What follows belongs to an exercise in optimizing a design on an open flow for small area; a production flow would make more cautious choices.
In this exercise RTL edits were held to simulation tests only and were not proved equivalent to the original.
Power and IR drop assume default switching activity.

`design.v`:
```
module UCIE_ctl_CNTL (
	input 				i_rst_n,
	input 				i_fdi_lclk,
	input 		[3:0] 	i_fdi_lp_state_req,
	input 				i_fdi_lp_rx_active_sts,
	input				i_fdi_lp_linkerror,
	input 		[3:0] 	i_rdi_pl_state_sts,
	input 				i_rdi_pl_inband_pres,
	input 		[2:0] 	i_rdi_pl_speedmode,
	input 		[2:0] 	i_rdi_pl_lnk_cfg,
	input 				i_rdi_pl_phyinrecenter,
	input 				i_rdi_pl_error,
	input 				i_rdi_pl_cerror,
	input 				i_rdi_pl_nferror,
	input 				i_rdi_pl_trainerror,
	input  			 	i_csr_UCIe_Link_Control_Retrain,
	input 		[31:0] 	i_csr_ADVCAP,
	input 				i_tx_overflow,
	input 				i_rx_overflow,
	input 				i_sb_busy_flag,
	input 				i_sb_pl_valid,
	input 		[4:0] 	i_sb_pl_decode,
	input 		[31:0] 	i_sb_pl_adv_cap_val,
	input 				i_sb_src_error,
	input 				i_sb_dst_error,
	input 				i_sb_opcode_error,
	input 				i_sb_unsupported_message,
	input 				i_sb_parity_error,
	output reg 	[3:0] 	o_fdi_pl_state_sts,
	output reg 			o_fdi_pl_inband_pres,
	output 	 			o_fdi_pl_rx_active_req,
	output 	 	[2:0] 	o_fdi_pl_protocol,
	output 	 	[3:0] 	o_fdi_pl_protocol_flitfmt,
	output 	 			o_fdi_pl_protocol_vld,
	output 	 	[2:0]	o_fdi_pl_speedmode,
	output 	 	[2:0]	o_fdi_pl_lnk_cfg,
	output 				o_fdi_pl_error,
	output 				o_fdi_pl_cerror,
	output 				o_fdi_pl_nferror,
	output 				o_fdi_pl_phyinrecenter,
	output 				o_fdi_pl_trainerror,
	output reg 	[3:0] 	o_rdi_lp_state_req,
	output 	 			o_rdi_lp_linkerror,
	output reg 	[4:0]	o_sb_lp_decode,
	output 	 			o_sb_lp_valid,
	output 	 	[31:0]	o_sb_lp_adv_cap_val,
	output reg			o_csr_wr,
	output reg [7:0]	o_csr_addr,
	output reg [31:0] 	o_csr_wdata
);
	localparam [4:0] GR   = 5'b00000;	 
	localparam [4:0] RST  = 5'b00001;	 
	localparam [4:0] REQ  = 5'b00011;	 
	localparam [4:0] SEE  = 5'b00010;	 
	localparam [4:0] NF   = 5'b00110;	 
	localparam [4:0] ND   = 5'b00111;	 
	localparam [4:0] SSAR = 5'b00101;	 
	localparam [4:0] SARR = 5'b00100;	 
	localparam [4:0] WRX  = 5'b01100;	 
	localparam [4:0] ORX  = 5'b01101;	 
	localparam [4:0] SSAP = 5'b01111;	 
	localparam [4:0] ACT  = 5'b01110;	 
	localparam [4:0] PRR  = 5'b01010;	 
	localparam [4:0] RTR  = 5'b01011;	 
	localparam [4:0] PLE  = 5'b01001;	 
	localparam [4:0] LE   = 5'b01000;	 
	localparam [4:0] SLQ  = 5'b11000;	 
	localparam [4:0] SLP  = 5'b11001;	 
	localparam [4:0] PLR  = 5'b11011;	 
	localparam [4:0] LR   = 5'b11010;	 
	localparam [4:0] PAR  = 5'b11110;	 
	reg [4:0] cs, ns;
	wire s_gr   = (cs == GR);
	wire s_rst  = (cs == RST);
	wire s_req  = (cs == REQ);
	wire s_see  = (cs == SEE);
	wire s_nf   = (cs == NF);
	wire s_nd   = (cs == ND);
	wire s_ssar = (cs == SSAR);
	wire s_sarr = (cs == SARR);
	wire s_wrx  = (cs == WRX);
	wire s_orx  = (cs == ORX);
	wire s_ssap = (cs == SSAP);
	wire s_act  = (cs == ACT);
	wire s_prr  = (cs == PRR);
	wire s_rtr  = (cs == RTR);
	wire s_ple  = (cs == PLE);
	wire s_le   = (cs == LE);
	wire s_slq  = (cs == SLQ);
	wire s_slp  = (cs == SLP);
	wire s_plr  = (cs == PLR);
	wire s_lr   = (cs == LR);
	wire s_par  = (cs == PAR);
	reg [2:0] sts_q;		 
	reg       inb_q;		 
	reg       te_q;			 
	reg [1:0] prot_q;		 
	reg       fmt_qn;		 
	wire      fmt_q = ~fmt_qn;
	reg [2:0] spd_q, cfg_q;	 
	reg       aux_q;		 
	reg       tx_q, rx_q;	 
	reg       tnop_q;		 
	reg       busy_q;		 
	reg       ent_q;		 
	reg [3:0] caps_qn;		 
	wire [3:0] caps_q = ~caps_qn;
	reg [3:0] neg_q;		 
	reg [7:0] tcnt;			 
	wire les     = (i_rdi_pl_state_sts == 4'b1010);
	wire pl_rst  = (i_rdi_pl_state_sts == 4'b0000);
	wire pl_act  = (i_rdi_pl_state_sts == 4'b0001);
	wire pl_lr   = (i_rdi_pl_state_sts == 4'b1001);
	wire pl_rtr  = (i_rdi_pl_state_sts == 4'b1011);
	wire lp_nop  = (i_fdi_lp_state_req == 4'b0000);
	wire lp_act  = (i_fdi_lp_state_req == 4'b0001);
	wire lp_lr   = (i_fdi_lp_state_req == 4'b1001);
	wire lp_rtr  = (i_fdi_lp_state_req == 4'b1011);
	wire sb_cap  = i_sb_pl_valid & (i_sb_pl_decode == 5'b00000);
	wire sb_areq = i_sb_pl_valid & (i_sb_pl_decode == 5'b10101);
	wire sb_arsp = i_sb_pl_valid & (i_sb_pl_decode == 5'b11001);
	wire sb_lreq = i_sb_pl_valid & (i_sb_pl_decode == 5'b10111);
	wire sb_lrsp = i_sb_pl_valid & (i_sb_pl_decode == 5'b11011);
	wire cap_eq  = (i_csr_ADVCAP == i_sb_pl_adv_cap_val);
	wire sb_err  = i_sb_src_error | i_sb_dst_error | i_sb_opcode_error |
	               i_sb_parity_error | i_sb_unsupported_message;
	wire tflag   = (tcnt == 8'h80);
	wire to      = tflag;
	wire sts_hold = s_req | s_ssar | s_sarr | s_wrx | s_orx | s_ssap | s_ple | s_slq | s_par;
	always @(*) begin
		if (sts_hold)               o_fdi_pl_state_sts = {sts_q[2], 1'b0, sts_q[1], sts_q[0]};
		else if (s_act | s_prr)     o_fdi_pl_state_sts = 4'b0001;
		else if (s_rtr)             o_fdi_pl_state_sts = 4'b1011;
		else if (s_le)              o_fdi_pl_state_sts = 4'b1010;
		else if (s_slp | s_plr | s_lr) o_fdi_pl_state_sts = 4'b1001;
		else                        o_fdi_pl_state_sts = 4'b0000;
	end
	always @(*) begin
		if (s_req | s_ple)
			o_fdi_pl_inband_pres = inb_q;
		else
			o_fdi_pl_inband_pres = s_nd | s_ssar | s_sarr | s_wrx | s_orx | s_ssap | s_act | s_prr | s_rtr;
	end
	wire te_i = s_nf | (s_ple & te_q);
	assign o_fdi_pl_rx_active_req = s_orx | s_ssap | s_act;
	assign o_fdi_pl_protocol_vld  = s_nd | s_ssar | s_sarr | s_wrx | s_orx | s_ssap | s_act | s_rtr | (s_req & sts_q[2]);
	wire phy_i = s_req | s_see | s_nf | s_nd | s_ssar | s_sarr | s_wrx | s_orx | s_ssap | s_prr | s_rtr;
	wire see_ok = s_see & cap_eq & sb_cap;
	wire [2:0] prot_sel = i_csr_ADVCAP[4] ? 3'b111 : i_csr_ADVCAP[3] ? 3'b100 : (i_csr_ADVCAP[1] | i_csr_ADVCAP[2]) ? 3'b101 : 3'b000;
	wire [1:0] prot_d = ((s_gr | see_ok) & prot_sel[2]) ? prot_sel[1:0] : s_nf ? 2'b00 : prot_q;
	assign o_fdi_pl_protocol = {prot_d[1], prot_d[0], prot_d[0]};
	wire fmt_d = (s_gr | s_see) ? 1'b1 : s_nf ? 1'b0 : fmt_q;
	assign o_fdi_pl_protocol_flitfmt = {3'b000, fmt_d};
	wire lnk_upd = s_see | s_act | s_prr | s_rtr;
	assign o_fdi_pl_speedmode = s_gr ? 3'b000 : lnk_upd ? i_rdi_pl_speedmode : spd_q;
	assign o_fdi_pl_lnk_cfg   = s_gr ? 3'b001 : lnk_upd ? i_rdi_pl_lnk_cfg   : cfg_q;
	wire req_act = s_req & (aux_q | (~sts_q[2] & ~sts_q[0] & i_rdi_pl_inband_pres));
	always @(*) begin
		if (s_prr | (s_rtr & aux_q))     o_rdi_lp_state_req = 4'b1011;
		else if (s_plr | (s_lr & aux_q)) o_rdi_lp_state_req = 4'b1001;
		else if (s_par | req_act)        o_rdi_lp_state_req = 4'b0001;
		else                             o_rdi_lp_state_req = 4'b0000;
	end
	assign o_rdi_lp_linkerror = s_ple | (s_le & aux_q);
	always @(*) begin
		case (1'b1)
			s_ssar:  o_sb_lp_decode = 5'b10101;
			s_ssap:  o_sb_lp_decode = 5'b11001;
			s_slq:   o_sb_lp_decode = 5'b10111;
			s_slp:   o_sb_lp_decode = 5'b11011;
			default: o_sb_lp_decode = 5'b00000;
		endcase
	end
	assign o_sb_lp_valid = s_see | s_ssar | s_ssap | s_slq | s_slp;
	assign o_sb_lp_adv_cap_val = s_see ? i_csr_ADVCAP : 32'd0;
	wire busy_edge = i_sb_busy_flag & ~busy_q;
	wire ent = (s_see | s_ssar | s_ssap | s_slq | s_slp) & (ent_q | busy_edge);
	wire [3:0] caps = s_gr ? 4'd0 : s_nd ? neg_q : caps_q;
	wire sts_is_act = (~sts_q[2] & sts_q[0] & s_slq) | s_act | s_prr;
	wire ld = (sts_is_act & (i_tx_overflow | i_rx_overflow)) | i_fdi_lp_linkerror | sb_err;
	wire to_par_exch = s_see & to;
	wire to_adapter  = (s_ssar | s_wrx | s_orx | s_slq) & to;
	wire to_sst      = (s_prr | s_plr | s_par) & to;
	wire x_les = ~(s_gr | s_nf | s_le | s_par);			 
	wire x_ld  = ~(s_gr | s_nf | s_le | s_ple);			 
	wire x_to  = s_req | s_see | s_ssar | s_wrx | s_orx | s_prr | s_slq | s_plr | s_par;	 
	wire x_lr  = ~(s_gr | s_nf | s_ple | s_le | s_slq | s_slp | s_plr | s_lr);	 
	wire go_le  = x_les & les;
	wire go_ple = x_ld & (ld | (to & x_to));
	wire go_slp = x_lr & sb_lreq;
	wire go_slq = x_lr & lp_lr & (tnop_q | ~s_rst);
	wire shared = go_le | go_ple | go_slp | go_slq;
	reg [4:0] ns_own;
	always @(*) begin
		ns_own = cs;
		case (cs)
			GR:   ns_own = RST;
			RST:  if (i_rdi_pl_inband_pres | (lp_act & tnop_q)) ns_own = REQ;
			REQ:  if (pl_act) ns_own = inb_q ? SSAR : SEE;
			SEE:  if (sb_cap & ent) ns_own = cap_eq ? ND : NF;
			ND:   ns_own = lp_act ? SSAR : WRX;
			SSAR: if (ent & sb_areq & ~rx_q) ns_own = ORX;
			      else if (ent & sb_arsp) ns_own = SARR;
			SARR: ns_own = rx_q ? ACT : WRX;
			WRX:  if (sb_areq) ns_own = ORX;
			      else if (lp_act & ~tx_q) ns_own = SSAR;
			ORX:  if (i_fdi_lp_rx_active_sts) ns_own = SSAP;
			SSAP: if (ent) begin
			          if (tx_q) ns_own = ACT;
			          else if (sb_arsp) ns_own = SARR;
			          else if (lp_act) ns_own = SSAR;
			      end
			ACT:  if (pl_rtr) ns_own = RTR;
			      else if (lp_rtr | i_csr_UCIe_Link_Control_Retrain | i_rdi_pl_error) ns_own = PRR;
			PRR:  if (pl_rtr) ns_own = RTR;
			RTR:  if (lp_act & tnop_q) ns_own = REQ;
			NF:   ns_own = PLE;
			PLE:  ;
			LE:   if (pl_rst) ns_own = RST;
			      else if (to & ~ld & lp_act) ns_own = PAR;
			SLQ:  if (ent & sb_lrsp) ns_own = PLR;
			      else if (ent & sb_lreq) ns_own = SLP;
			SLP:  if (ent & pl_lr) ns_own = LR;
			PLR:  if (pl_lr) ns_own = LR;
			LR:   if (pl_rst) ns_own = RST;
			      else if (lp_act) ns_own = PAR;
			PAR:  if (pl_rst) ns_own = RST;
			default: ns_own = GR;
		endcase
	end
	always @(*) begin
		if (go_le)       ns = LE;
		else if (go_ple) ns = PLE;
		else if (go_slp) ns = SLP;
		else if (go_slq) ns = SLQ;
		else             ns = ns_own;
	end
	wire tnop_d = shared ? tnop_q : s_rst ? (lp_nop & ~i_rdi_pl_inband_pres) : s_rtr ? lp_nop : tnop_q;
	wire t_en = (s_req | s_see | s_ssar | s_wrx | s_orx | s_prr | s_le | s_slq | s_plr | s_par) & ~tflag;
	wire t_zero = (tcnt == 8'd0);
	wire [7:0] t_nxt = t_zero ? (s_le ? 8'h04 : 8'hBA) : {tcnt[6:0], ~(tcnt[7] ^ tcnt[5] ^ tcnt[4] ^ tcnt[3])};
	always @(posedge i_fdi_lclk or negedge i_rst_n) begin
		if (!i_rst_n) begin
			cs <= GR;
			prot_q <= 2'b00; tnop_q <= 1'b0;
		end else begin
			cs <= ns;
			prot_q <= prot_d;
			tnop_q <= tnop_d;
		end
	end
	always @(posedge i_fdi_lclk) begin
			sts_q <= {o_fdi_pl_state_sts[3], o_fdi_pl_state_sts[1], o_fdi_pl_state_sts[0]};
			inb_q <= o_fdi_pl_inband_pres;
			te_q <= te_i;
			fmt_qn <= ~fmt_d;
			spd_q <= o_fdi_pl_speedmode;
			cfg_q <= o_fdi_pl_lnk_cfg;
			aux_q <= (~les & (s_prr | s_plr | (s_rtr & aux_q & ~(lp_act & tnop_q)) | (s_lr & aux_q) |
			                  (s_req & (aux_q | ~(~sts_q[2] & ~sts_q[0] & i_rdi_pl_inband_pres))))) |
			         s_ple | (s_le & aux_q);
			tx_q <= s_sarr | (tx_q & ~(s_gr | s_rst | s_act));
			rx_q <= s_ssap | (rx_q & ~(s_gr | s_rst | s_act));
			busy_q <= i_sb_busy_flag;
			ent_q <= ent;
			caps_qn <= ~caps;
			neg_q <= i_csr_ADVCAP[3:0];	 
			tcnt <= t_en ? t_nxt : 8'd0;
	end
	assign o_fdi_pl_error         = i_rdi_pl_error;
	assign o_fdi_pl_cerror        = i_rdi_pl_cerror;
	assign o_fdi_pl_nferror       = i_rdi_pl_nferror;
	assign o_fdi_pl_trainerror    = i_rdi_pl_trainerror | te_i;
	assign o_fdi_pl_phyinrecenter = i_rdi_pl_phyinrecenter | phy_i;
	localparam [2:0] L_IDLE = 3'd0, L_LINK = 3'd1, L_INT = 3'd2, L_ADP = 3'd3, L_UNC = 3'd4, L_CLR = 3'd5;
	reg [2:0] ls, lns;
	reg q_err, q_cerr, q_nferr, q_trerrn;
	wire q_trerr = ~q_trerrn;
	reg [1:0] q_sbe;
	reg q_src, q_dst, q_opc, q_uns, q_par, q_tx, q_rx, q_phy;
	reg [2:0] l_cfg, l_spd;			 
	reg l_b17, l_b19, l_b20, l_b21, l_upd;
	reg [6:0] l_int;				 
	reg [5:0] l_unc;
	reg [1:0] l_adp;
	reg l_ertr;
	wire sb_corr = i_sb_pl_valid & (i_sb_pl_decode == 5'b11100);
	wire sb_nfat = i_sb_pl_valid & (i_sb_pl_decode == 5'b11101);
	wire sb_fat  = i_sb_pl_valid & (i_sb_pl_decode == 5'b11110);
	wire g = ~s_gr;
	wire p_err   = i_rdi_pl_error   & ~(q_err & g);
	wire p_cerr  = i_rdi_pl_cerror  & ~(q_cerr & g);
	wire p_nferr = i_rdi_pl_nferror & ~(q_nferr & g);
	wire p_inv   = te_i & ~te_q;
	wire p_trerr = o_fdi_pl_trainerror & ~(q_trerr & g);
	wire p_corr  = sb_corr & ~(q_sbe == 2'b11 && g);
	wire p_nfat  = sb_nfat & ~(q_sbe == 2'b01 && g);
	wire p_fat   = sb_fat  & ~(q_sbe == 2'b10 && g);
	wire p_src   = i_sb_src_error & ~(q_src & g);
	wire p_dst   = i_sb_dst_error & ~(q_dst & g);
	wire p_opc   = i_sb_opcode_error & ~(q_opc & g);
	wire p_uns   = i_sb_unsupported_message & ~(q_uns & g);
	wire p_par   = i_sb_parity_error & ~(q_par & g);
	wire p_tx    = i_tx_overflow & ~(q_tx & g);
	wire p_rx    = i_rx_overflow & ~(q_rx & g);
	wire lnk_act   = s_act | s_prr | s_rtr;		 
	wire link_st   = lnk_act | (sts_hold & sts_q[0] & (~sts_q[2] | sts_q[1]));
	wire link_st_q = g & sts_q[0] & (~sts_q[2] | sts_q[1]);
	wire ertr      = s_rtr | (sts_hold & sts_q[2] & sts_q[1] & sts_q[0]);
	wire ertr_q    = g & sts_q[2] & sts_q[1] & sts_q[0];
	wire p_link    = link_st ^ link_st_q;
	wire p_ertr    = ertr & ~ertr_q;
	wire p_phy     = o_fdi_pl_phyinrecenter ^ (q_phy & g);
	wire n_caps    = s_nd & (neg_q != caps_q) & (neg_q != 4'd0);	 
	wire n_cfg     = lnk_act & (i_rdi_pl_lnk_cfg != cfg_q);		 
	wire n_spd     = lnk_act & (i_rdi_pl_speedmode != spd_q);	 
	wire       u_upd = (l_upd & g) | n_caps | n_cfg | n_spd | p_link | p_phy;
	wire [2:0] u_cfg = n_cfg ? i_rdi_pl_lnk_cfg : (l_cfg & {3{g}});
	wire [2:0] u_spd = n_spd ? i_rdi_pl_speedmode : (l_spd & {3{g}});
	wire       u_b17 = (l_b17 & g) | p_link;
	wire       u_b19 = (l_b19 & g) | p_err | p_cerr | p_corr;
	wire       u_b20 = (l_b20 & g) | p_nferr;
	wire       u_b21 = (l_b21 & g) | p_trerr;
	wire [6:0] u_int = (l_int & {7{g}}) | {p_rx, p_tx, p_par, p_uns, p_opc, p_dst, p_src};
	wire [5:0] u_unc = (l_unc & {6{g}}) | {p_inv, p_nfat, p_fat, (p_src | p_dst | p_opc | p_par | p_uns | p_tx | p_rx), p_rx, to_adapter};
	wire [1:0] u_adp = (l_adp & {2{g}}) | {to_sst, to_par_exch};
	wire       u_ertr = (l_ertr & g) | p_ertr;
	wire link_pend = u_upd | u_b19 | u_b20 | u_b21;
	wire int_pend  = |u_int;
	wire unc_pend  = |u_unc;
	wire adp_pend  = |u_adp;
	wire l_idle = (ls == L_IDLE);
	wire m_link = link_pend & (ls != L_LINK);
	wire m_int  = int_pend  & (ls != L_INT);
	wire m_unc  = unc_pend  & (ls != L_UNC);
	wire m_adp  = adp_pend  & (ls != L_ADP);
	always @(*) begin
		if (ls == L_CLR)  lns = L_IDLE;
		else if (m_link)  lns = L_LINK;
		else if (m_int)   lns = L_INT;
		else if (m_unc)   lns = L_UNC;
		else if (m_adp)   lns = L_ADP;
		else if (l_idle & u_ertr) lns = L_CLR;
		else              lns = L_IDLE;
	end
	always @(*) begin
		o_csr_wr = 1'b1;
		o_csr_addr = 8'h00;
		o_csr_wdata = 32'd0;
		case (ls)
			L_CLR:  o_csr_addr = 8'h10;
			L_LINK: begin
				o_csr_addr = 8'h14;
				o_csr_wdata = {10'd0, u_b21, u_b20, u_b19, 1'b0, u_b17, o_fdi_pl_phyinrecenter, link_st,
				               1'b0, u_spd, 1'b0, u_cfg, 3'b000, caps};
			end
			L_INT: begin o_csr_addr = 8'h24; o_csr_wdata = {24'd0, u_int[6:5], 1'b0, u_int[4:0]}; end
			L_UNC: begin o_csr_addr = 8'h34; o_csr_wdata = {26'd0, u_unc}; end
			L_ADP: begin o_csr_addr = 8'h2c; o_csr_wdata = {30'd0, u_adp}; end
			default: o_csr_wr = 1'b0;
		endcase
	end
	always @(posedge i_fdi_lclk or negedge i_rst_n) begin
		if (!i_rst_n)
			ls <= L_IDLE;
		else
			ls <= lns;
	end
	always @(posedge i_fdi_lclk) begin
			q_err <= i_rdi_pl_error; q_cerr <= i_rdi_pl_cerror; q_nferr <= i_rdi_pl_nferror;
			q_trerrn <= ~o_fdi_pl_trainerror;
			q_sbe <= {sb_corr | sb_fat, sb_corr | sb_nfat};
			q_src <= i_sb_src_error; q_dst <= i_sb_dst_error; q_opc <= i_sb_opcode_error;
			q_uns <= i_sb_unsupported_message; q_par <= i_sb_parity_error;
			q_tx <= i_tx_overflow; q_rx <= i_rx_overflow;
			q_phy <= o_fdi_pl_phyinrecenter;
			l_cfg <= u_cfg; l_spd <= u_spd;
			l_b17 <= u_b17 & (ls != L_LINK);
			l_b19 <= u_b19 & (ls != L_LINK);
			l_b20 <= u_b20 & (ls != L_LINK);
			l_b21 <= u_b21 & (ls != L_LINK);
			l_upd <= u_upd & (ls != L_LINK);
			l_int <= u_int & {7{ls != L_INT}};
			l_unc <= u_unc & {6{ls != L_UNC}};
			l_adp <= u_adp & {2{ls != L_ADP}};
			l_ertr <= u_ertr & (ls != L_CLR);
	end
endmodule
```
`flow/run.sh`:
```
#!/bin/bash
# Layout flow: the standard synthesis; then the combinational logic between
# the (unchanged) registers is re-mapped by ABC with a few area-oriented
# scripts run side by side, keeping the smallest result; then the standard
# layout from floorplan on, with buf_1 port buffers, one tie cell per constant
# (no tie fanout split) and a clkbuf_8 clock tree without dummy loads.
set -euo pipefail
HERE=$(pwd)
RES=$HERE/orfs/results/sky130hd/UCIE_ctl_CNTL/base
LIB=$FLOW_HOME/platforms/sky130hd/lib/sky130_fd_sc_hd__tt_025C_1v80.lib
KNOBS=("BUFFER_PORTS_ARGS=-buffer_cell sky130_fd_sc_hd__buf_1"
       "SKIP_REPAIR_TIE_FANOUT=1"
       "CTS_ARGS=-sink_clustering_enable -repair_clock_nets -buf_list {sky130_fd_sc_hd__clkbuf_4 sky130_fd_sc_hd__clkbuf_8} -dont_use_dummy_load")

# 1. standard synthesis
bash standard.sh synth "${KNOBS[@]}" > standard_synth.log 2>&1
cp $RES/1_2_yosys.v std_1_2_yosys.v

# 2. re-map the combinational logic; registers and tie cells are kept as they are
DONT_USE=$(sed -n '/^export DONT_USE_CELLS/,/^$/p' $FLOW_HOME/platforms/sky130hd/config.mk \
           | grep -o 'sky130_fd_sc_hd__[a-z0-9_]*' | sed 's/^/-dont_use /' | tr '\n' ' ')
FF=$(grep -o 'sky130_fd_sc_hd__[a-z0-9_]*' std_1_2_yosys.v | sort -u | grep -E '__(df|edf|sdf|dl|conb)' | tr '\n' ' ')
best=""; best_area=""
# each script is run twice: re-mapping everything, and keeping the standard
# synthesis's XOR/XNOR cells as they are
XOR=$(grep -o 'sky130_fd_sc_hd__x[a-z0-9_]*' std_1_2_yosys.v | sort -u | tr '\n' ' ')
for s in $HERE/flow/area*.abc; do
 for keep in all x; do
  n=$(basename $s .abc)_$keep
  KEEP="$FF"; [[ $keep == x ]] && KEEP="$FF $XOR"
  cat > resyn_$n.ys <<EOT
read_liberty -ignore_miss_func $LIB
blackbox $KEEP
read_verilog std_1_2_yosys.v
hierarchy -top $FLOW_TOP
flatten
opt -purge
abc -liberty $LIB $DONT_USE -script $s
opt_clean -purge
setundef -zero
splitnets
opt_clean -purge
hilomap -singleton -hicell sky130_fd_sc_hd__conb_1 HI -locell sky130_fd_sc_hd__conb_1 LO
insbuf -buf sky130_fd_sc_hd__buf_1 A X
opt_clean -purge
tee -o resyn_$n.stat stat -liberty $LIB
write_verilog -noattr -nohex -nodec resyn_$n.v
EOT
  yosys -s resyn_$n.ys > resyn_$n.log 2>&1 &
 done
done
wait
for s in $HERE/flow/area*.abc; do
 for keep in all x; do
  n=$(basename $s .abc)_$keep
  a=$(grep -o "Chip area for module .*: [0-9.]*" resyn_$n.stat | awk '{print $NF}' || true)
  echo "$n $a" >> resyn_areas.txt
  if [[ -n "$a" ]] && { [[ -z "$best" ]] || awk -v a="$a" -v b="$best_area" 'BEGIN{exit !(a<b)}'; }; then
    best=$n; best_area=$a
  fi
 done
done
echo "chosen $best $best_area" >> resyn_areas.txt
cp resyn_$best.v resyn_1_2_yosys.v
cp resyn_1_2_yosys.v $RES/1_2_yosys.v
rm -f $RES/1_synth.odb $RES/1_synth.sdc

# 3. rest of the standard flow
bash standard.sh finish "${KNOBS[@]}" > standard_flow.log 2>&1
```
`flow/area1.abc`:
```
strash
&get -n
&deepsyn -T 30
&put
dch -f
amap
```
`flow/area2.abc`:
```
strash
&get -n
&deepsyn -T 30
&put
dch -f
amap
strash
dch -f
amap
```
`flow/area4.abc`:
```
strash
ifraig
dc2
dch -f
amap
```
`standard.sh`:
```
#!/bin/bash
# synth_recipe.tcl (not shown) runs the flow's synth.tcl, then flattens the netlist and writes it again
# the make line also repeats each setting of config.mk as NAME=value (left out here)
make -C /OpenROAD-flow-scripts/flow DESIGN_CONFIG=/design/flow/config.mk WORK_HOME=/design/flow/orfs CLKGATE_MAP_FILE= SYNTH_SCRIPT=/design/flow/synth_recipe.tcl "${@:-finish}"
```
`config.mk`:
```
export PLATFORM = sky130hd
export DESIGN_NAME = UCIE_ctl_CNTL
export DESIGN_NICKNAME = UCIE_ctl_CNTL
export VERILOG_FILES = /design/flow/design.v
export SDC_FILE = /design/flow/constraint.sdc
export NUM_CORES = 4
export LEC_CHECK = 0
export ABC_AREA = 1
export CAP_MARGIN = 0
export CORE_MARGIN = 2
export CORE_UTILIZATION = 65
export SLEW_MARGIN = 0
```
`constraint.sdc`:
```
create_clock -name core_clock -period 6.0 [get_ports {i_fdi_lclk}]
set_input_delay 1.2000 -clock core_clock [delete_from_list [all_inputs] [get_ports {i_fdi_lclk}]]
set_output_delay 1.2000 -clock core_clock [all_outputs]
set_load 0.01 [all_outputs]
```
==> run notes, run 1 <==
Logic synthesis:
- The post-synthesis instance total is 640.
- The synthesized area is 4650 um^2.
- For this run, the number of Yosys warnings is 1.
- After synthesis, the mean cell area works out to 7.27 um^2.
- Counting every net in the synthesized netlist gives 743.

Cells and area:
- The net count of the finished layout is 920.
- The synthesis-to-layout area growth is 19.0%.
- The layout cell share with drive strength beyond 1 is 1.60%.
- Once layout is complete, the cells apart from fillers number 912.
- The filler cells instantiated in the layout total 513.

Floorplan:
- Once the floorplan was initialized, standard cells occupied 67.7% of the core.
- The die outline area is between 7000 and 8000 um^2.
- The area inside the core boundary is 6870 um^2.
- The number of rows created at floorplan is 30.
- The die width is roughly 89 um.
- The vertical die dimension is just under 90 um.
- The boundary pin count is approximately 210.

Min path:
- The worst min-delay path category is reg2reg.

Routing:
- The initial DRC count is 554.
- The number of iterations in the first detailed-routing pass is 5.
- For this block, the via count after detailed routing is around 5500.
- The wire length after detailed routing is 16000 um.
- The DRC violation count after routing is 0.
- The detail route stage leaves a number of antenna-violating nets equal to 0.
- Using the TritonRoute via totals, the vias-per-cell ratio works out to 6.02.
- The average routed wire per standard cell is 17.5 um.

Placed design:
- Input and output buffers added on the ports amount to 189.
- At the end of routability-driven placement, the weighted congestion stood at 0.966.
- Once placement completed, the tool counted placed cells totaling 902.
- The HPWL after detailed placement is 12800 um.
- The placement-stage worst setup slack is between 1 and 1.5 ns.

Setup path:
- Traced cell by cell, the critical path runs through clkinv_1 > nand2_1 > nor2_1 > or3_1 > nor3_1 > or2_0 > nor2_1 > a21oi_1 > o221ai_1 > buf_1.
- The endpoint required time on the critical path is 4.80 ns.
- Broken down by cell family, the worst path's largest delay share belongs to simple AND/OR/NAND/NOR gates.
- Counting stages on the worst path, the most repeated cell is nor2_1.
- The category of the worst setup path capture point is an output pin.
- In this run the worst path has a maximum fanout of 12.
- The reg2reg setup slack is 1.56 ns.
- The critical path contains buffers and inverters numbering 2 combined.
- The critical path in this run is classified as reg2out.
- Among all stages on the critical path, the largest delay is contributed by nor3_1.
- The largest stage delay on the critical path is 0.69 ns.
- The nature of the critical path startpoint is a flop.
- The arrival time at the worst endpoint is just under 4 ns.

Pwr:
- For this design the ratio of total power to cell area is ~270 nW/um^2.
- The worst-case vdd ir drop is 0.168 mV.
- In this run the static leakage power is 1.94 nW.

Timing:
- The least setup slack across all paths after layout is 0.942 ns.
- Headroom to the max-slew limit came out at 41.7%.
- The worst hold-check slack is 0.465 ns.
- After routing, the total negative slack on setup checks comes to 0 ns.
- The count of final hold-check violations is 0.
- The part of the cycle the worst path needs is 84.3%.
- The max-slew violation total from the final report is 0.
- The maximum clock frequency is 198 MHz.
- Setup repair after global routing left no endpoint under its margin.
- For the pin with the worst max-slew slack, the measured transition is 0.853 ns.
- Between clock sinks in the finished design, the worst skew comes to 0.0261 ns.
- Setup violations remaining at the end of the flow were counted as 0.
- Subtracting the final worst setup slack from the clock period gives 5.06 ns.

Clocking:
- The hold-fix buffer count after cts is 0.
- The clock net in this run drives a total of 85 sinks.
- The number of buffers inserted during clock tree synthesis is 9.
- The depth of the CTS H-tree is 3.
- The tree is rooted in a clkbuf_8.
- The post-cts repair resize count is 0.
- The number of setup buffers added after CTS is 0.
- After clock tree synthesis, the clock-pin slew on the worst setup and hold paths is 0.09 ns.
- The TritonCTS clock tree is built.
- Clock latency on the worst-skew pair, taken at its later pin, is 0.36 ns.
- The longest clock path from root to sink contains 2 buffers.

Run:
- The max-capacitance violation count is 0.

Global route:
- The initial antenna violation count is 1.
- The first global-routing pass estimated 24200 um of wire.
- The largest net degree at the start of global routing is 37.
- The total overflow left after global routing is 0.
- The via count of the first global-routing pass is ~5200.
- Global routing consumed, over all layers together, 40.6% of the routing resources.

Outcome:
- The flow ran to the end and the layout has no timing, DRC or antenna violations.
## per-layer routing
| metal | track usage, % | wire length [um] | part of all wire, % | vias to the layer above |
|---|---|---|---|---|
| met5 | 0 | 0 | 0 | - |
| met1 | 48.2 | 5800 | 36 | 2490 |
| met3 | 7.00 | 1670 | 10 | 63 |
| li1 | - | - | - | 2536 |
| met4 | 22.3 | 747 | 4.7 | 0 |
| met2 | 69.5 | 7780 | 49 | 405 |
## state kept, by name, summed over array words and instances, names as in the netlist, 4 cells and up
register	flops
tcnt	8
neg_q	4
cs	5
l_unc	6
l_int	7
caps_qn	4
## path summary, 6_finish.rpt
check,startpoint,end,cells past startpoint
min in group asynchronous,i_rst_n,ls[1],1
hold / removal,tcnt[5],tcnt[6],2
setup reg to reg,cs[3],cs[3],15
hold reg to reg,tcnt[5],tcnt[6],2
max in group asynchronous,i_rst_n,cs[3],1
setup / recovery,cs[2],o_csr_wdata[3],10
## area by class of cell
cell class / instances / area [um^2] / share of cell area [%]
clock buffer: 9 / 124 / 2.24
antenna: 1 / 2.50 / 0.0452
inverter: 68 / 255 / 4.61
tap: 96 / 120 / 2.17
multi-input combinational: 460 / 2540 / 45.9
sequential: 85 / 1760 / 31.7
timing repair buffer: 193 / 739 / 13.4
## worst reg2reg max path: stages (launching register included)
cell,delay (ns)
dfrtp_1,0.66
clkinv_1,0.37
nor2_1,0.35
clkinv_1,0.30
nor2_1,0.18
or3_1,0.18
nor2_1,0.06
o221ai_1,0.36
nor2_1,0.09
nor4b_1,0.49
a31oi_1,0.22
o41ai_1,0.29
buf_4,0.20
o211ai_1,0.13
a2111oi_0,0.27
o21ai_0,0.14
## report_power, final
group	internal, mW	switching (mW)	total, mW	leakage [nW]
sequential	0.649	0.0361	0.685	0.750
clock	0.135	0.189	0.324	0.0647
combinational	0.168	0.324	0.492	1.12
total	0.952	0.549	1.50	1.94
## placed cells by master, fill, tap and decap left out, types with 11 or more instances in the layout
cell type,n
a21boi_0,12
a21oi_1,36
buf_1,189
clkinv_1,68
dfrtp_1,11
dfxtp_1,74
nand2_1,39
nor2_1,137
nor2b_1,32
nor3_1,19
o21ai_0,41
xnor2_1,30
## through the flow
| step | cell area (um^2) | power (mW) | util (%) |
|---|---|---|---|
| 2_1_floorplan | 4650 | 0.997 | - |
| 3_3_place_gp | 5410 | 1.15 | 78.8 |
| 3_5_place_dp | 5410 | 1.18 | 78.8 |
| 4_1_cts | 5530 | 1.48 | 80.6 |
| 5_1_grt | 5540 | 1.58 | 80.6 |
| 6_report | 5540 | 1.50 | 80.6 |
==> inputs of run 2 (changes only) <==
--- a/flow/run.sh
+++ b/flow/run.sh
@@ -12,3 +12,3 @@
        "SKIP_REPAIR_TIE_FANOUT=1"
-       "CTS_ARGS=-sink_clustering_enable -repair_clock_nets -buf_list {sky130_fd_sc_hd__clkbuf_4 sky130_fd_sc_hd__clkbuf_8} -dont_use_dummy_load")
+       "CTS_ARGS=-sink_clustering_enable -repair_clock_nets -buf_list sky130_fd_sc_hd__clkbuf_8 -dont_use_dummy_load")
 
==> run notes, run 2 <==
Outcome:
- The flow ran to the end and the layout has no timing, DRC or antenna violations.

Logic synthesis:
- The post-synth net total is 743 (unchanged).
- The mean cell area of the mapped netlist is 7.27 um^2 (unchanged).
- The post-synthesis instance total is 640 (unchanged).
- The number of warnings printed during yosys synthesis is 1 (unchanged).
- The synthesized area is 4650 um^2 (unchanged).

Cells and area:
- tcnt holds more flip-flops than any other register.
- The synthesis-to-layout area growth was 19.0% (unchanged).
- The most frequent standard cell in the layout excluding fill and tap cells is buf_1.
- The core utilization of the finished layout is 80.6% (unchanged).
- The layout cell share with drive strength beyond 1 is 1.60% (unchanged).
- The flip-flop count of the largest register after layout is 8 (unchanged).
- In the layout the commonest cells are 189 x buf_1, 137 x nor2_1, 74 x dfxtp_1.
- The post-layout net count is 920 (unchanged).
- The largest registers in the layout are tcnt (8), l_int (7), l_unc (6).

Global route:
- The initial antenna violation count is 1 (unchanged).
- The largest net degree at the start of global routing is 37 (unchanged).
- The first-pass GRT wire length was 24200 um (unchanged).
- The global route total overflow is 0 (unchanged).
- The via count of the first global-routing pass came to 5159 (unchanged).
- The global-route total usage across every layer is 40.6% (unchanged).

Timing:
- Setup repair after global routing left no endpoint under its margin.
- The part of the cycle the worst path needs is 84.3% (unchanged).
- The relative slew slack is 41.7% (unchanged).
- The actual transition at the worst max-transition pin is 0.853 ns (unchanged).
- The final-report setup violation count is 0 (unchanged).
- The maximum clock frequency was 198 MHz (unchanged).
- The final-layout setup total negative slack was 0 ns (unchanged).
- The least setup slack across all paths after layout is 0.942 ns (unchanged).
- The setup clock skew after layout came to 0.0261 ns (unchanged).
- The max-slew violation total from the final report is 0 (unchanged).
- The shortest period the worst path allows was 5.06 ns (unchanged).
- The count of final hold-check violations came to 0 (unchanged).

Run:
- The max-capacitance violation count was 0 (unchanged).

Setup path:
- The largest stage delay on the critical path is 0.69 ns (about the same).
- The critical path is of the reg2out type.
- The category of the worst setup path capture point is an output pin.
- In this design, the critical path's most frequently occurring cell is nor2_1.
- The critical path goes through clkinv_1 > nand2_1 > nor2_1 > or3_1 > nor3_1 > or2_0 > nor2_1 > a21oi_1 > o221ai_1 > buf_1.
- The reg2reg setup slack is 1.56 ns (about the same).
- The maximum fanout count along the critical path is 12 (unchanged).
- The number of logic stages on the critical path including buffering is 10 (unchanged).
- The logic depth of the worst register-to-register path is 15 (unchanged).
- The number of buffer and inverter stages on the critical path came to 2 (unchanged).
- The arrival time at the worst endpoint was 3.86 ns (about the same).
- The endpoint required time on the critical path is 4.80 ns (about the same).
- The library cell contributing the largest single delay on the critical path is nor3_1.
- The nature of the critical path startpoint is a flop.
- The cell type group with the largest total delay on the critical path is simple AND/OR/NAND/NOR gates.

Min path:
- In this run the worst hold path is classified as reg2reg.
- The worst hold path cell count came to 2 (unchanged).

Routing:
- The remaining antenna violation count is 0 (unchanged).
- The DRC violation count after routing is 0 (unchanged).
- The wire length after detailed routing is 16000 um (unchanged).
- The number of iterations in the first detailed-routing pass is 5 (unchanged).
- The initial DRC count is 554 (unchanged).
- The average via count per standard cell is 6.02 (unchanged).
- The overall via count from detail_route is 5494 (unchanged).
- The average routed wire per standard cell came to 17.5 um (unchanged).

Pwr:
- The power per cell area came to 271 nW/um^2 (unchanged).
- The worst-case vdd ir drop came to 0.168 mV (unchanged).
- The leakage power summed over all cells is 1.94 nW (unchanged).

Floorplan:
- The boundary pin count is 212 (unchanged).
- The vertical die dimension is 88.6 um (unchanged).
- The die outline area is 7850 um^2 (unchanged).
- The number of rows created at floorplan is 30 (unchanged).
- The area inside the core boundary was 6870 um^2 (unchanged).
- The die width came to 88.6 um (unchanged).
- The starting utilization of the core area is 67.7% (unchanged).

Clocking:
- The depth of the CTS H-tree is 3 (unchanged).
- The hold-fix buffer count after cts is 0 (unchanged).
- The number of buffers inserted during clock tree synthesis is 9 (unchanged).
- The post-cts repair resize count was 0 (unchanged).
- The clock transition at the registers of the reported paths is 0.09 ns (about the same).
- The TritonCTS clock tree is built.
- The clock insertion delay at the later pin of the skew report came to 0.36 ns (about the same).
- The total number of clock tree sinks was 85 (unchanged).
- The root buffer cell chosen for the clock tree is clkbuf_8.
- The total setup buffers inserted after CTS is 0 (unchanged).
- The maximum buffer depth of the clock tree is 2 (unchanged).

Placed design:
- The routability congestion estimate is 0.966 (unchanged).
- The placement-stage worst setup slack came to 1.04 ns (unchanged).
- The post-DP HPWL is 12800 um (unchanged).
- The count of input and output buffers is 189 (unchanged).
run 2: area by class of cell:
type,instances,area (um^2)
Antenna cell,1,2.50
Clock buffer,9,124
Fill cell,513,1330
Inverter,68,255
Multi-Input combinational cell,460,2540
Sequential cell,85,1760
Tap cell,96,120
Timing Repair Buffer,193,739
run 2: path summary, 6_finish.rpt:
path	to	from
max	o_csr_wdata[3]	cs[2]
min	tcnt[6]	tcnt[5]
min in group asynchronous	ls[1]	i_rst_n
min reg2reg	tcnt[6]	tcnt[5]
max reg2reg	cs[3]	cs[3]
max in group asynchronous	cs[3]	i_rst_n
run 2: through the flow:
step                hold slack, ns  power, mW  area [um^2]  std cells
floorplan                    0.422      0.997         4650        640
global placement             0.434       1.15         5410        902
detailed placement           0.452       1.18         5410        902
CTS                          0.468       1.48         5530        911
global route                 0.494       1.58         5540        912
finish                       0.465       1.50         5540        912
run 2: metal layers:
metal / vias to the layer above / share of wire, % / track usage (%)
met4: 0 / 4.7 / 22.3
met5: - / 0 / 0
met2: 405 / 49 / 69.5
met3: 63 / 10 / 7.00
li1: 2536 / - / -
met1: 2490 / 36 / 48.2
run 2: power breakdown:
part           switching [mW]  internal, mW
logic                   0.324         0.168
registers              0.0361         0.649
clock network           0.189         0.135
run 2: worst register-to-register path: cells and delay by family (launching register included):
kind / cells / cell delay, ns
compound gates: 6 / 1.41
buf+inv: 3 / 0.87
simple gates: 6 / 1.35
flops: 1 / 0.66

static timing again, ports no longer ideal:
Ports are ideal in the flow. The routed layouts listed here were re-timed in OpenROAD. Step 1 assumes that a clkbuf_16 drives the clock port and a buf_2 every other input. Step 2 adds t to the input delays and takes it off the output delays; t is the mean of the earliest and latest rising clock arrival at the registers after step 1. Input paths then give back, and output paths get back, about the clock's delay inside the block. Three values: ideal, step 1, step 2; two values: the first two.
| run | t, ns | setup WS [ns] | latest minus earliest clock arrival (ns) | worst slew at a driven data input, ns |
|---|---|---|---|---|
| run 1 | 0.384 | 0.942 / 0.907 / 0.960 | 0.026 / 0.027 | 0.08 |
| run 2 | 0.384 | 0.942 / 0.907 / 0.960 | 0.026 / 0.027 | 0.08 |
After both steps every run listed still meets setup and hold.
